From an optimization exercise on the open Yosys and OpenROAD flow, aimed at small area; shortcuts taken in it are not production practice.
The RTL was checked by simulation tests, not by an equivalence proof against the original design.
The clock port is modelled as an ideal driver; clocking choices that lean on that would not hold on a real chip.
No activity file was given, so power comes from the tool's default toggle rates.

<file path="flow/flow/run.sh">
#!/bin/bash
# Layout flow: the standard ORFS flow (standard.sh) with these changes:
#  - synthesis maps the logic with an area-oriented ABC script (flow/area.abc)
#    in place of ORFS's delay-oriented one, and leaves adders to ABC rather
#    than to half-adder cells (ADDER_MAP_FILE empty); everything else in
#    synthesis, including the registers, is the standard synthesis
#    (synth_recipe.tcl);
#  - the port buffers are the smallest buffer cell;
#  - clock tree synthesis inserts no dummy loads, and afterwards each clock
#    buffer is swapped for a smaller one where the flip-flop clock pins keep
#    a low slew (flow/clkdown.tcl).
# Each tool's output goes to the ORFS logs under orfs/logs and make.log.
set -euo pipefail
here=$(pwd)
source flow/knobs.sh
# synthesis script: replace the ABC script, then the standard flow's own synthesis
{
  echo "proc abc {args} {"
  echo "  set i [lsearch -exact \$args -script]"
  echo "  if {\$i >= 0} { lset args [expr {\$i + 1}] {$here/flow/area.abc} }"
  echo "  yosys abc {*}\$args"
  echo "}"
  cat synth_recipe.tcl
} > flow_synth.tcl
bash standard.sh SYNTH_SCRIPT="$here/flow_synth.tcl" \
  BUFFER_PORTS_ARGS="$PORTBUF" \
  CTS_ARGS="$CTSARGS" \
  POST_CTS_TCL="$here/flow/clkdown.tcl" \
  $EXTRA finish > make.log 2>&1
</file>
<file path="flow/flow/area.abc">
&get -n
&st
&dch -f
&nf -R 1000 -p -F 8 -A 8
&put
</file>
<file path="flow/flow/clkdown.tcl">
# After clock tree synthesis: give each clock buffer the smallest clkbuf
# cell that keeps every flip-flop clock pin's slew (placement estimate) at
# or below clkdown_limit ns; a buffer keeps its cell when none does.
set clkdown_limit 0.105
set clkdown_sizes {sky130_fd_sc_hd__clkbuf_1 sky130_fd_sc_hd__clkbuf_2 sky130_fd_sc_hd__clkbuf_4}
proc clkdown_worst {} {
  set w 0.0
  foreach p [get_pins -hierarchical */CLK] {
    set s [get_property $p slew_max]
    if {$s > $w} { set w $s }
  }
  return $w
}
estimate_parasitics -placement
puts "clkdown: worst clock pin slew before [clkdown_worst]"
set order {}
foreach inst [get_cells *] {
  set ref [get_property $inst ref_name]
  if {[string match sky130_fd_sc_hd__clkbuf_* $ref]} {
    set out [get_pins -of_objects $inst -filter "direction == output"]
    lappend order [list [llength [get_pins -of_objects [get_nets -of_objects $out]]] $inst]
  }
}
# leaves (many sinks) first, the root last
foreach item [lsort -integer -decreasing -index 0 $order] {
  set inst [lindex $item 1]
  set ref [get_property $inst ref_name]
  set done 0
  foreach size $clkdown_sizes {
    if {$size eq $ref} { break }
    replace_cell $inst $size
    estimate_parasitics -placement
    set w [clkdown_worst]
    if {$w <= $clkdown_limit} {
      puts "clkdown: [get_full_name $inst] $ref -> $size ($w)"
      set done 1
      break
    }
  }
  if {!$done} {
    replace_cell $inst $ref
    estimate_parasitics -placement
    puts "clkdown: keep [get_full_name $inst] $ref"
  }
}
puts "clkdown: worst clock pin slew after [clkdown_worst]"
</file>
<file path="flow/flow/knobs.sh">
PORTBUF="-buffer_cell sky130_fd_sc_hd__buf_1"
CTSARGS="-sink_clustering_enable -repair_clock_nets -dont_use_dummy_load -buf_list {sky130_fd_sc_hd__clkbuf_8}"
EXTRA="ADDER_MAP_FILE="
</file>
<file path="flow/standard.sh">
#!/bin/bash
# synth_recipe.tcl (not shown) runs the flow's synth.tcl, then flattens the netlist and writes it again
# the make line also repeats each setting of config.mk as NAME=value (left out here)
make -C /OpenROAD-flow-scripts/flow DESIGN_CONFIG=/design/flow/config.mk WORK_HOME=/design/flow/orfs CLKGATE_MAP_FILE= SYNTH_SCRIPT=/design/flow/synth_recipe.tcl "${@:-finish}"
</file>
<file path="flow/config.mk">
export PLATFORM = sky130hd
export DESIGN_NAME = stopwatchController
export DESIGN_NICKNAME = stopwatchController
export VERILOG_FILES = /design/flow/design.v
export SDC_FILE = /design/flow/constraint.sdc
export NUM_CORES = 4
export LEC_CHECK = 0
export CAP_MARGIN = 20
export CORE_MARGIN = 2
export CORE_UTILIZATION = 75
export SLEW_MARGIN = 20
</file>
<file path="flow/constraint.sdc">
create_clock -name core_clock -period 10.0 [get_ports {clk}]
set_input_delay 2.0000 -clock core_clock [delete_from_list [all_inputs] [get_ports {clk}]]
set_output_delay 2.0000 -clock core_clock [all_outputs]
set_load 0.01 [all_outputs]
</file>
<file path="flow/design.v">
`timescale 1ns / 1ps
module sevensegdecoder(Seg, Val);
    output [0:6] Seg;
    input [3:0] Val;
    function automatic any(input [15:0] codes, input [3:0] v);
        any = codes[v];
    endfunction
    assign Seg[0] = any(16'b1010000010010001, Val);
    assign Seg[1] = any(16'b0000001100000011, Val);
    assign Seg[2] = any(16'b0000000000100010, Val);
    assign Seg[3] = any(16'b0100010010010011, Val);
    assign Seg[4] = any(16'b1101010111010101, Val);
    assign Seg[5] = any(16'b0100010001110111, Val);
    assign Seg[6] = any(16'b0000010000011111, Val);
endmodule
`timescale 1ns / 1ps
module fourdigitdriver(A, B, C, D, clk, rst, rstd, seg, an, dp, flashing);
    input clk;
    input rst;
    input rstd;
    input [3:0] A, B, C, D;
    input flashing;
    output [3:0] an;
    output [0:6] seg;
    output dp;
    reg [7:0] l;
    reg [8:0] u;
    reg [3:0] Hex;
    reg blank;
    wire z7 = ~|l[6:0];
    wire refresh = z7 & ~l[7];       
    wire last = z7 & l[7];           
    wire fb = l[7] ^ l[5] ^ l[4] ^ l[3] ^ z7;
    wire [9:0] uc;
    assign uc[0] = last;
    genvar i;
    generate
        for (i = 0; i < 9; i = i + 1)
        begin : ucarry
            assign uc[i + 1] = uc[i] & u[i];
        end
    endgenerate
    wire [8:0] un = u ^ uc[8:0];
    wire s0 = refresh & (u[1:0] == 2'd0);
    wire s1 = refresh & (u[1:0] == 2'd1);
    wire s2 = refresh & (u[1:0] == 2'd2);
    wire s3 = refresh & (u[1:0] == 2'd3);
    wire [3:0] hn = ({4{s0}} & A) | ({4{s1}} & B) | ({4{s2}} & C) | ({4{s3}} & D) | ({4{~refresh}} & Hex);
    always @(posedge clk)
    begin
        l <= rst ? 8'd0 : {l[6:0], fb};
        u <= rst ? 9'd0 : un;
        Hex <= (rst | rstd) ? 4'd3 : hn;
        blank <= ~rst & ((un[8] & flashing) | (~refresh & blank));
    end
    wire [1:0] dd = u[1:0] - {1'b0, refresh};
    assign an = rstd ? 4'b0000 : (blank ? 4'b1111 : ~(4'b1000 >> dd));
    assign dp = ~rstd & dd[0];
    sevensegdecoder u1(.Seg(seg), .Val(Hex));
endmodule
`timescale 1ns / 1ps
module counter(min, secmsd, seclsd, ten, clk, rst, tick, clr, en, up);
    output [3:0] min, secmsd, seclsd, ten;
    input clk, rst, tick, clr, en, up;
    reg [3:0] d0, d1, d3; reg [2:0] d2;
    assign ten = d0; assign seclsd = d1; assign secmsd = {1'b0, d2}; assign min = d3;
    wire clear = rst | (tick & clr);
    wire dn = ~up;
    wire e0 = tick & en;
    wire [3:0] a0 = d0 ^ {4{dn}}, a1 = d1 ^ {4{dn}}, a3 = d3 ^ {4{dn}};
    wire [2:0] a2 = d2 ^ {3{dn}};
    wire w0 = a0[3] & a0[2], w1 = a1[3] & a1[2], w2 = a2[2] & a2[1], w3 = a3[3] & a3[2];
    wire e1 = e0 & w0, e2 = e1 & w1, e3 = e2 & w2;
    function automatic [3:0] t10(input [3:0] a, input w);
        t10 = {(a[2] & a[1] & a[0]) | w, (a[1] & a[0]) | w, a[0] | w, 1'b1};
    endfunction
    wire [2:0] t2 = {(a2[1] & a2[0]) | w2, a2[0] | w2, 1'b1};
    always @(posedge clk) begin
        if (clear) begin d0 <= 4'd3; d1 <= 4'd3; d2 <= 3'd1; d3 <= 4'd3; end
        else begin
            d0 <= d0 ^ ({4{e0}} & t10(a0, w0));
            d1 <= d1 ^ ({4{e1}} & t10(a1, w1));
            d2 <= d2 ^ ({3{e2}} & t2);
            d3 <= d3 ^ ({4{e3}} & t10(a3, w3));
        end
    end
endmodule
`timescale 1ns / 1ps
module stopwatchController(seg, an, clk, dp, start, stop, up, reset, lap, set, rst);
    output [0:6] seg;
    output [3:0] an;
    output [0:0] dp;
    input clk;
    input start;
    input stop;
    input up;
    input reset;
    input lap;
    input set;
    input rst;
    reg running, flashing, started, countDirection, resetState, lapState, setState;
    reg rstd;            
    reg tickRise;
    reg [10:0] q;        
    reg [2:0] r;         
    wire [3:0] A, B, C, D;
    reg [3:0] lapA, lapC, lapD;
    reg [2:0] lapB;
    wire zero = (A == 4'd3) & (B == 4'd1) & (C == 4'd3) & (D == 4'd3);
    wire run0   = stop ? 1'b0 : (start ? 1'b1 : running);
    wire flash0 = (start | stop) ? 1'b0 : flashing;
    wire lap0   = start ? 1'b0 : lapState;
    wire n_countDirection = run0 ? countDirection : up;
    wire n_resetState = run0 ? resetState : reset;
    wire started0 = reset ? 1'b0 : started;
    wire stopz = zero & started0 & ~setState;
    wire n_running = stopz ? 1'b0 : run0;
    wire n_flashing = ~zero ? 1'b0 : (stopz ? 1'b1 : flash0);
    wire n_started = ~zero | (started0 & setState);
    wire n_lapState = lap | (lap0 & ~n_resetState);
    wire n_setState = n_running ? setState : set;
    wire r4 = r[2] & ~r[0];
    wire qen = n_setState | r4;
    wire [11:0] qc;
    assign qc[0] = qen;
    genvar i;
    generate
        for (i = 0; i < 11; i = i + 1)
        begin : qcarry
            assign qc[i + 1] = qc[i] & q[i];
        end
    endgenerate
    wire [10:0] qinc = q ^ qc[10:0];
    wire wrap = qc[10];
    wire [2:0] rinc = {r[1] & r[0], r[0], ~r[2]};
    always @(posedge clk)
    begin
        if (rst)
        begin
            running <= 1'b0;
            flashing <= 1'b0;
            started <= 1'b0;
            countDirection <= 1'b1;
            resetState <= 1'b0;
            lapState <= 1'b0;
            setState <= 1'b0;
            tickRise <= 1'b0;
            q <= 11'd24;
            r <= 3'b000;
        end
        else
        begin
            running <= n_running;
            flashing <= n_flashing;
            started <= n_started;
            countDirection <= n_countDirection;
            resetState <= n_resetState;
            lapState <= n_lapState;
            setState <= n_setState;
            tickRise <= wrap & ~q[10];
            q <= wrap ? {qinc[10], 10'd24} : qinc;
            r <= wrap ? 3'b000 : (n_setState ? r : rinc);
        end
        rstd <= rst;
    end
    always @(posedge clk)
        if (rstd | ~n_lapState)
        begin
            lapA <= A;
            lapB <= B;
            lapC <= C;
            lapD <= D;
        end
    counter counter1(A, B, C, D, clk, rst, tickRise, resetState, running, countDirection);
    fourdigitdriver driver1(lapA, {lapB[2] & lapB[1], lapB[2] ^ lapB[1], ~lapB[1], lapB[0]}, lapC, lapD, clk, rst, rstd, seg, an, dp, flashing);
endmodule
</file>
==> flow_metrics.env, run 1 <==
export IMPL_status="complete, no violations"
export IMPL_core_area_um2=3940
export IMPL_grt_max_degree=35
export IMPL_hp_class="flop to flop"
export IMPL_gp_congestion=0.776
export IMPL_vias=2179
export IMPL_finalCritPeriodShare=0.486
export IMPL_ir_drop_uv=127
export IMPL_antenna_cells=0
export IMPL_synthCells=309
export IMPL_crit_family="simple AND/OR/NAND/NOR gates"
export IMPL_rows=23
export IMPL_cp_depth=12
export IMPL_hold_viol_final=0
export IMPL_power_density_nw_per_um2=160
export IMPL_grt_overflow=0
export IMPL_drv_cap=0
export IMPL_crit_required_ps=10370
export IMPL_cts_tree="done"
export IMPL_clock_latency_ps=490
export IMPL_final_cell_mix="60 x dfxtp_1, 40 x nor2_1, 30 x nand2_1"
export IMPL_slowest_delay_ps=510
export IMPL_path_common_cell="and3_1"
export IMPL_path_class="input port to flop"
export IMPL_period_minus_slack_ps=4860
export IMPL_drc=0
export IMPL_dr_pass1_iters=6
export IMPL_synth_area_um2=3020
export IMPL_arrival_ps=5230
export IMPL_max_slew_margin_rel=0.357
export IMPL_nFillCells=255
export IMPL_cts_sinks=75
export IMPL_antenna_found_initial=0
export IMPL_p_leak_nw=1.18
export IMPL_drt_total_wl_mm=5.16
export IMPL_fin_skew_ps=30.2
export IMPL_r2r_end="r[0]"
export IMPL_path_cells="buf_1 -> o41ai_1 -> mux2i_1 -> o21ai_0 -> and3_1 -> and3_1 -> and3_1 -> and2_0 -> and3_1 -> nand2_1 -> nand2b_1 -> a211oi_1"
export IMPL_drtIter0Drc=151
export IMPL_critical_path_buf_inv_count=1
export IMPL_setup_viol=0
export IMPL_postLayoutCoreUtil=0.809
export IMPL_grt_pass1_vias=1897
export IMPL_worstMarginPinSlew_ps=964
export IMPL_r2r_start="counter1.d3[3]"
export IMPL_layout_cells_most_common="dfxtp_1"
export IMPL_area_growth_pct=5.50
export IMPL_ioPinCount=20
export IMPL_ys_ff_latch=75
export IMPL_crit_path_start="reset"
export IMPL_yosysUniqueCellTypes=32
export IMPL_die_h_um=67.5
export IMPL_final_max_slew_viol_count=0
export IMPL_startpoint_type="input port"
export IMPL_ff2ff_setup_slack_ps=5800
export IMPL_dieArea_um2=4560
export IMPL_critPathCapture="r[0]"
export IMPL_drive_gt1_frac=0.0302
export IMPL_timing_setup_tns_ps=0
export IMPL_io_buffer_count=19
export IMPL_clkSlewWorstSetupHoldPaths_ps=70
export IMPL_fmax_mhz=206
export IMPL_synth_warnings=4
export IMPL_via_per_inst=5.72
export IMPL_r2r_cells=15
export IMPL_rsz0062_at_grt="no"
export IMPL_end_kind="flop"
export IMPL_post_synth_cell_area_avg_um2=9.79
export IMPL_place_hpwl_mm=3.62
export IMPL_initial_core_util=0.767
export IMPL_ys_seq_area_frac=0.546
export IMPL_design_final_nets=341
export IMPL_wl_per_cell_um=13.5
export IMPL_synth_fp_nets=317
export IMPL_ant_nets=0
export IMPL_critPathSlowestCell="o41ai_1"
export IMPL_worst_path_max_fanout=11
export IMPL_hold_slack_ps=446
export IMPL_grtUsageTotal=0.252
export IMPL_die_w_um=67.5
export IMPL_grt_pass1_wl_mm=8.34
## cell type report
type                       instances  area (um2)  share of cell area
tap                               50        62.6              0.0196
timing repair buffer              20        78.8              0.0247
multi-input combinational        222        1300               0.408
sequential                        75        1650               0.518
inverter                           5        18.8             0.00588
clock buffer                       9        77.6              0.0243
## registers in the layout (all words and copies together), names as in the netlist, 3 cells and up
| name | count |
|---|---|
| counter1.d0 | 4 |
| counter1.d1 | 4 |
| counter1.d2 | 3 |
| counter1.d3 | 4 |
| driver1.Hex | 4 |
| driver1.l | 8 |
| driver1.u | 9 |
| lapA | 4 |
| lapB | 3 |
| lapC | 4 |
| lapD | 4 |
| q | 11 |
| r | 3 |
## report_power, final
group	switching, W	total, W	internal (W)	leakage [nW]
sequential	0.00000781	0.000324	0.000316	0.629
clock	0.0000835	0.000131	0.0000475	0.0461
combinational	0.0000331	0.0000540	0.0000209	0.506
## worst min-delay path by stage
stage	start	end	slack, ps	cells past startpoint
6_report	r[2]	r[0]	450	1
5_1_grt	q[10]	tickRise	460	1
3_5_place_dp	q[10]	tickRise	430	1
3_3_place_gp	q[10]	tickRise	430	1
2_1_floorplan	q[10]	tickRise	410	1
## logic make-up (layout without fill, tap and decap cells)
kind of cell / after synthesis / count (layout) / share of synthesized area
mux: 3 / 3 / 0.00993
buf+inv: 12 / 34 / 0.0236
simple gates: 128 / 128 / 0.199
compound gates: 52 / 52 / 0.108
xor+xnor: 39 / 39 / 0.113
flops: 75 / 75 / 0.546
## metrics by stage
stage | power [W] | area, um2 | setup slack [ps] | cells
3_5_place_dp | 0.000384 | 3110 | 4650 | 372
2_1_floorplan | 0.000373 | 3020 | 5160 | 309
3_3_place_gp | 0.000382 | 3110 | 4790 | 372
5_1_grt | 0.000534 | 3190 | 4780 | 381
6_report | 0.000509 | 3190 | 5140 | 381
## synthesized netlist by cell type
cell | count | area, um2
nand2b_1 | 4 | 25.0
a31oi_1 | 8 | 50.1
o32a_1 | 1 | 10.0
o21ai_0 | 7 | 35.0
o311ai_0 | 1 | 8.76
or2_0 | 3 | 18.8
o21a_1 | 1 | 7.51
nor2b_1 | 13 | 81.3
edfxtp_1 | 15 | 450
nor3_1 | 15 | 75.1
clkinv_1 | 5 | 18.8
nor4b_1 | 1 | 8.76
a21oi_1 | 18 | 90.1
o21bai_1 | 2 | 15.0
a211oi_1 | 3 | 22.5
o211ai_1 | 1 | 7.51
a21o_1 | 1 | 7.51
xor2_1 | 11 | 96.3
nor3b_1 | 2 | 15.0
a22oi_1 | 5 | 37.5
and3_1 | 7 | 43.8
a221oi_1 | 3 | 26.3
and2_0 | 5 | 31.3
mux2i_1 | 3 | 30.0
nor4_1 | 1 | 6.26
nand2_1 | 30 | 113
dfxtp_1 | 60 | 1200
buf_4 | 7 | 52.6
o41ai_1 | 1 | 8.76
nor2_1 | 40 | 150
xnor2_1 | 28 | 245
nand3_1 | 7 | 35.0
## metal layers
| metal | share of wire | track usage |
|---|---|---|
| met5 | 0 | 0 |
| met4 | 0.012 | 0.0689 |
| met3 | 0.048 | 0.0850 |
| met2 | 0.49 | 0.428 |
| met1 | 0.44 | 0.304 |
## worst register-to-register path, stage by stage (launching register included)
cell and delay (ps):
dfxtp_1 360, nor2_1 120, nand3_1 90, nor4b_1 300, nand3_1 200, o41ai_1 440, mux2i_1 510, o21ai_0 270
and3_1 300, and3_1 240, and3_1 230, and2_0 220, and3_1 230, nand2_1 100, nand2b_1 230, a211oi_1 270
==> run 2, diff against run 1 <==
--- a/flow/config.mk
+++ b/flow/config.mk
@@ -7,5 +7,5 @@
 export LEC_CHECK = 0
 export CAP_MARGIN = 20
 export CORE_MARGIN = 2
-export CORE_UTILIZATION = 75
+export CORE_UTILIZATION = 60
 export SLEW_MARGIN = 20
==> flow_metrics.env, run 2 <==
export IMPL_status="complete, no violations"
export IMPL_antenna_cells=0
export IMPL_dr_pass1_iters=4
export IMPL_grt_max_degree=35
export IMPL_drt_total_wl_mm=4.84
export IMPL_r2r_cells=15
export IMPL_synth_ff_type="dfxtp_1"
export IMPL_synth_edf_count=15
export IMPL_synth_fp_nets=317
export IMPL_multi_input_area_um2=1300
export IMPL_ys_seq_area_frac=0.546
export IMPL_vias=2091
export IMPL_startpoint_type="input port"
export IMPL_setup_viol=0
export IMPL_initial_core_util=0.632
export IMPL_drtIter0Drc=101
export IMPL_fmax_mhz=207
export IMPL_wl_per_cell_um=12.2
export IMPL_design_final_nets=341
export IMPL_die_h_um=75.0
export IMPL_die_w_um=75.0
export IMPL_path_class="input port to flop"
export IMPL_fin_ws_ps=5170
export IMPL_grt_pass1_wl_mm=8.11
export IMPL_drv_cap=0
export IMPL_worst_path_max_fanout=11
export IMPL_max_slew_margin_rel=0.323
export IMPL_ir_drop_uv=101
export IMPL_io_buffer_count=19
export IMPL_core_area_um2=4790
export IMPL_crit_required_ps=10350
export IMPL_dieArea_um2=5620
export IMPL_synth_most_common_cell="dfxtp_1"
export IMPL_largest_reg_flops=11
export IMPL_end_kind="flop"
export IMPL_arrival_ps=5180
export IMPL_ys_ff_latch=75
export IMPL_drive_gt1_frac=0.0302
export IMPL_worstMarginPinSlew_ps=1020
export IMPL_ff2ff_setup_slack_ps=5810
export IMPL_grtUsageTotal=0.195
export IMPL_yosys_area_share_simple=0.199
export IMPL_grt_pass1_vias=1855
export IMPL_muxShareOfSynthArea=0.00993
export IMPL_layout_cells_most_common="dfxtp_1"
export IMPL_critPathSlowestCell="o41ai_1"
export IMPL_synthXorXnorAreaFrac=0.113
export IMPL_period_minus_slack_ps=4830
export IMPL_top_regs="q x11, driver1.u x9, driver1.l x8"
export IMPL_ys_top_cells_by_count="60 x dfxtp_1, 40 x nor2_1, 30 x nand2_1"
export IMPL_dp_slack_ps=4650
export IMPL_fin_skew_ps=23.3
export IMPL_synth_largest_area_cell="dfxtp_1"
export IMPL_nFillCells=425
export IMPL_area_growth_pct=6.00
export IMPL_timing_setup_tns_ps=0
export IMPL_rsz0062_at_grt="no"
export IMPL_hp_class="flop to flop"
export IMPL_r2r_end="q[3]"
export IMPL_hp_start="q[10]"
export IMPL_cts_sinks=75
export IMPL_ioPinCount=20
export IMPL_ant_nets=0
export IMPL_power_density_nw_per_um2=158
export IMPL_synth_area_um2=3020
export IMPL_drc=0
export IMPL_synthArstFlopShare=0
export IMPL_yosys_area_share_adder=0
export IMPL_min_to="tickRise"
export IMPL_via_per_inst=5.25
export IMPL_place_hpwl_mm=3.54
export IMPL_hold_viol_final=0
export IMPL_synth_warnings=4
export IMPL_clkSlewWorstSetupHoldPaths_ps=90
export IMPL_finalCritPeriodShare=0.483
export IMPL_yosysUniqueCellTypes=32
export IMPL_path_common_cell="and3_1"
export IMPL_rows=25
export IMPL_grt_overflow=0
export IMPL_top_register="q"
export IMPL_clock_latency_ps=460
export IMPL_whs_path_depth=1
export IMPL_cts_tree="done"
export IMPL_yosysTopAreaCellShare=0.397
export IMPL_final_max_slew_viol_count=0
export IMPL_r2r_start="counter1.d3[3]"
export IMPL_synth_compound_area_frac=0.108
export IMPL_post_synth_cell_area_avg_um2=9.79
export IMPL_synth_top_family_by_area="simple AND/OR/NAND/NOR gates"
export IMPL_p_leak_nw=1.18
export IMPL_synth_area_leaders="dfxtp_1 40%, edfxtp_1 15%, xnor2_1 8.1%"
export IMPL_gp_congestion=0.851
export IMPL_regArea_um2=1650
export IMPL_path_cells="buf_1 -> o41ai_1 -> mux2i_1 -> o21ai_0 -> and3_1 -> and3_1 -> and3_1 -> and2_0 -> and3_1 -> nand2_1 -> nand2b_1 -> o21bai_1"
export IMPL_slowest_delay_ps=530
export IMPL_antenna_found_initial=0
export IMPL_synthCells=309
export IMPL_final_cell_mix="60 x dfxtp_1, 40 x nor2_1, 30 x nand2_1"
run 2: cells by family (layout without fill, tap and decap cells):
group / Yosys count / after routing
compound gates: 52 / 52
mux: 3 / 3
xor+xnor: 39 / 39
simple gates: 128 / 128
flops: 75 / 75
buf+inv: 12 / 34
run 2: worst max-delay path by stage:
| stage | depth (start not counted) | start | to |
|---|---|---|---|
| detailed placement | 12 | reset | r[0] |
| global placement | 12 | reset | q[3] |
| floorplan | 11 | reset | q[3] |
| finish | 12 | reset | q[3] |
| global route | 12 | reset | q[3] |
run 2: worst max-delay path, delay by kind of cell:
kind            cells  cell delay (ps)
simple gates        7             1520
mux                 1              510
buf+inv             1              110
compound gates      3             1040
run 2: where the power goes:
| part | leakage [nW] | total, W | internal (W) | switching (W) |
|---|---|---|---|---|
| sequential | 0.629 | 0.000324 | 0.000316 | 0.00000785 |
| clock | 0.0435 | 0.000129 | 0.0000435 | 0.0000851 |
| combinational | 0.506 | 0.0000534 | 0.0000209 | 0.0000324 |
| total | 1.18 | 0.000506 | 0.000380 | 0.000125 |
run 2: stage by stage:
step	cells	util	cell area (um2)	power, W	hold slack, ps
after floorplan	309	-	3020	0.000373	407
after global placement	389	0.655	3130	0.000383	426
after detailed placement	389	0.655	3130	0.000384	424
after global routing	398	0.670	3210	0.000528	476
final	398	0.670	3210	0.000506	447
run 2: final cells by class:
cell class              count  share of cell area
well taps                  67              0.0262
multi-input cells         222               0.406
inverters                   5             0.00585
clock buffers               9              0.0222
flip-flops and latches     75               0.515
repair buffers             20              0.0246
run 2: metal layers:
metal  vias up  wire (um)  track usage
met1       939       2480        0.265
met5         -          0            0
met2        34       2080        0.284
met4         0        109        0.111
li1       1109          -            -
met3         9        164       0.0482
==> run 3, diff against run 2 <==
==> flow/flow/area.abc (replaced) <==
strash
balance -l
resub -K 6 -l
rewrite -l
resub -K 6 -N 2 -l
refactor -l
resub -K 8 -l
balance -l
resub -K 8 -N 2 -l
rewrite -l
resub -K 10 -l
rewrite -z -l
resub -K 10 -N 2 -l
balance -l
resub -K 12 -l
refactor -z -l
resub -K 12 -N 2 -l
rewrite -z -l
balance -l
balance -l
resub -K 6 -l
rewrite -l
resub -K 6 -N 2 -l
refactor -l
resub -K 8 -l
balance -l
resub -K 8 -N 2 -l
rewrite -l
resub -K 10 -l
rewrite -z -l
resub -K 10 -N 2 -l
balance -l
resub -K 12 -l
refactor -z -l
resub -K 12 -N 2 -l
rewrite -z -l
balance -l
&get -n
&dch -f
&nf -R 1000 -p -F 8 -A 8 -E 10
&put
==> flow_metrics.env, run 3 <==
export IMPL_status="complete, no violations"
export IMPL_path_class="flop to output port"
export IMPL_fmax_mhz=195
export IMPL_layout_cells_most_common="dfxtp_1"
export IMPL_hp_start="q[10]"
export IMPL_clkSlewWorstSetupHoldPaths_ps=90
export IMPL_period_minus_slack_ps=5140
export IMPL_drv_cap=0
export IMPL_crit_family="simple AND/OR/NAND/NOR gates"
export IMPL_top_layer="met4"
export IMPL_yosysUniqueCellTypes=35
export IMPL_drive_gt1_frac=0.0306
export IMPL_ir_drop_uv=91.1
export IMPL_gp_congestion=0.788
export IMPL_min_to="tickRise"
export IMPL_max_slew_margin_rel=0.331
export IMPL_fin_ws_ps=4860
export IMPL_antenna_found_initial=0
export IMPL_synth_warnings=4
export IMPL_synth_most_common_cell="dfxtp_1"
export IMPL_ant_nets=0
export IMPL_critical_path_buf_inv_count=1
export IMPL_design_final_nets=337
export IMPL_die_w_um=74.3
export IMPL_nFillCells=404
export IMPL_timing_setup_tns_ps=0
export IMPL_drtIter0Drc=96
export IMPL_via_per_inst=5.42
export IMPL_yosysTopAreaCellShare=0.405
export IMPL_whs_path_depth=1
export IMPL_initial_core_util=0.624
export IMPL_grt_pass1_wl_mm=8.20
export IMPL_p_leak_nw=1.15
export IMPL_dr_pass1_iters=4
export IMPL_vias=2137
export IMPL_met3_length_um=170
export IMPL_wl_met1_mm=2.54
export IMPL_postLayoutCoreUtil=0.662
export IMPL_top_regs="q x11, driver1.u x9, driver1.l x8"
export IMPL_dieArea_um2=5520
export IMPL_synth_ff_type="dfxtp_1"
export IMPL_ioPinCount=20
export IMPL_worstMarginPinSlew_ps=1000
export IMPL_r2r_cells=17
export IMPL_antenna_cells=0
export IMPL_cts_sinks=75
export IMPL_dp_slack_ps=5160
export IMPL_startpoint_type="flop"
export IMPL_cts_tree="done"
export IMPL_final_cell_mix="60 x dfxtp_1, 39 x a21oi_1, 34 x nor2_1"
export IMPL_place_hpwl_mm=3.59
export IMPL_grt_overflow=0
export IMPL_synth_edf_count=15
export IMPL_cp_depth=7
export IMPL_wl_met2_mm=2.21
export IMPL_wl_per_cell_um=12.7
export IMPL_setup_viol=0
export IMPL_synthArstFlopShare=0
export IMPL_path_cells="or4_1 -> nor4_1 -> nand2_1 -> nor3_1 -> nor2b_1 -> a21oi_1 -> buf_1"
export IMPL_synth_area_um2=2970
export IMPL_critPathSlowestCell="or4_1"
export IMPL_largest_reg_flops=11
export IMPL_hp_class="flop to flop"
export IMPL_drc=0
export IMPL_final_max_slew_viol_count=0
export IMPL_core_area_um2=4750
export IMPL_drt_total_wl_mm=5.00
export IMPL_clock_latency_ps=460
export IMPL_ys_ff_latch=75
export IMPL_power_density_nw_per_um2=157
export IMPL_finalCritPeriodShare=0.514
export IMPL_rows=25
export IMPL_post_synth_cell_area_avg_um2=9.73
export IMPL_worst_path_max_fanout=9
export IMPL_rsz0062_at_grt="no"
export IMPL_ff2ff_setup_slack_ps=6380
export IMPL_io_buffer_count=19
export IMPL_synth_area_leaders="dfxtp_1 40%, edfxtp_1 15%, a21oi_1 6.6%"
export IMPL_grtUsageTotal=0.199
export IMPL_placed_cells=385
export IMPL_slowest_delay_ps=520
export IMPL_top_register="q"
export IMPL_grt_max_degree=35
export IMPL_hold_viol_final=0
export IMPL_fin_skew_ps=19.7
export IMPL_crit_required_ps=8000
export IMPL_r2r_start="counter1.d1[2]"
export IMPL_r2r_end="q[5]"
export IMPL_area_growth_pct=6.12
export IMPL_ys_seq_area_frac=0.557
export IMPL_fin_cells=394
export IMPL_synthCells=305
export IMPL_arrival_ps=3140
export IMPL_grt_pass1_vias=1887
export IMPL_end_kind="output port"
export IMPL_synth_fp_nets=313
export IMPL_synth_largest_area_cell="dfxtp_1"
export IMPL_ys_top_cells_by_count="60 x dfxtp_1, 39 x a21oi_1, 34 x nor2_1"
export IMPL_die_h_um=74.3
==> run 3: cell count changes in the layout (fill, tap and decap cells not counted), sizes merged, moves of 3 or more <==
| cell | change |
|---|---|
| o21a | +4 |
| nor2 | -6 |
| xnor2 | -16 |
| a31oi | -3 |
| nor2b | -3 |
| a21oi | +21 |
| nand2 | -12 |
| a222oi | +4 |
| o21ai | +14 |
==> run 3: final cells by class <==
class                   count  area [um2]  area share
clock buffers               9        71.3      0.0227
inverters                   4        15.0     0.00477
multi-input cells         219        1250       0.396
flip-flops and latches     75        1650       0.525
well taps                  67        83.8      0.0266
repair buffers             20        78.8      0.0250
==> run 3: worst max-delay path by stage <==
stage	startpoint	to	slack (ps)
global placement	start	q[7]	5330
floorplan	start	q[2]	5670
global route	driver1.l[6]	an[2]	4550
detailed placement	start	q[2]	5160
finish	driver1.l[6]	an[2]	4860
==> run 3: layer usage <==
metal | vias up | track usage
met5 | - | 0
li1 | 1139 | -
met2 | 34 | 0.303
met1 | 956 | 0.265
met4 | 0 | 0.111
met3 | 8 | 0.0420
==> run 3: through the flow <==
stage	hold slack [ps]	power [W]	instance area (um2)
2_1_floorplan	411	0.000365	2970
3_3_place_gp	435	0.000374	3080
3_5_place_dp	438	0.000375	3080
5_1_grt	454	0.000517	3150
6_report	436	0.000494	3150
==> run 3: cells by family after synthesis <==
logic type	Yosys count	synth area share
multiplexers	1	0.00337
AND/OR/NAND/NOR	111	0.185
flip-flops	75	0.557
AO/OA/AOI/OAI	84	0.164
buffers and inverters	11	0.0228
XOR/XNOR	23	0.0679
==> run 3: power breakdown <==
part,switching (W),internal [W],total (W)
Clock,0.0000828,0.0000435,0.000126
Combinational,0.0000285,0.0000169,0.0000454
Sequential,0.00000721,0.000315,0.000323
Total,0.000118,0.000376,0.000494
==> run 3: worst reg2reg max path, stage by stage (launching register included) <==
cell and delay [ps]:
dfxtp_1 370, or2_0 250, nor4_1 270, nand3_1 200
a21oi_1 200, nand2_1 100, nand2_1 120, a22oi_1 120
nand2b_1 140, and3_1 200, and2_0 230, and3_1 280
nand3_1 110, nor2b_1 260, and3_1 260, nand2_1 80
nand2b_1 220, nor3b_1 90

-- re-timing with driven ports --
How much do the figures lean on ideal ports? The routed layouts below were timed once more, with nothing changed but the port constraints. Step 1 (the two cells are an assumption about what drives the block):
set clk [get_ports {clk}]
set_driving_cell -lib_cell sky130_fd_sc_hd__clkbuf_16 $clk
set_driving_cell -lib_cell sky130_fd_sc_hd__buf_2 [delete_from_list [all_inputs] $clk]
Step 2 also shifts input and output timing later by t, the mid clock arrival at the registers, as if the neighbouring blocks saw the same clock. a / b / c = ideal / step 1 / step 2; a / b = the first two.
run | t (ns) | setup slack, ns | worst setup path at the end | worst data-port slew with drivers (ns) | cell pins on the clock port's net
run 1 | 0.492 | 5.144 / 5.146 / 4.654 | input to register | 0.04 | 1
run 2 | 0.474 | 5.169 / 5.175 / 4.701 | input to register | 0.04 | 1
run 3 | 0.473 | 4.860 / 4.833 / 5.138 | input to register | 0.03 | 1
After both steps setup and hold are still met in every run listed. For run 1, which loses most, drivers alone change the setup slack by +0.002 ns; drivers and shift together by -0.490 ns.
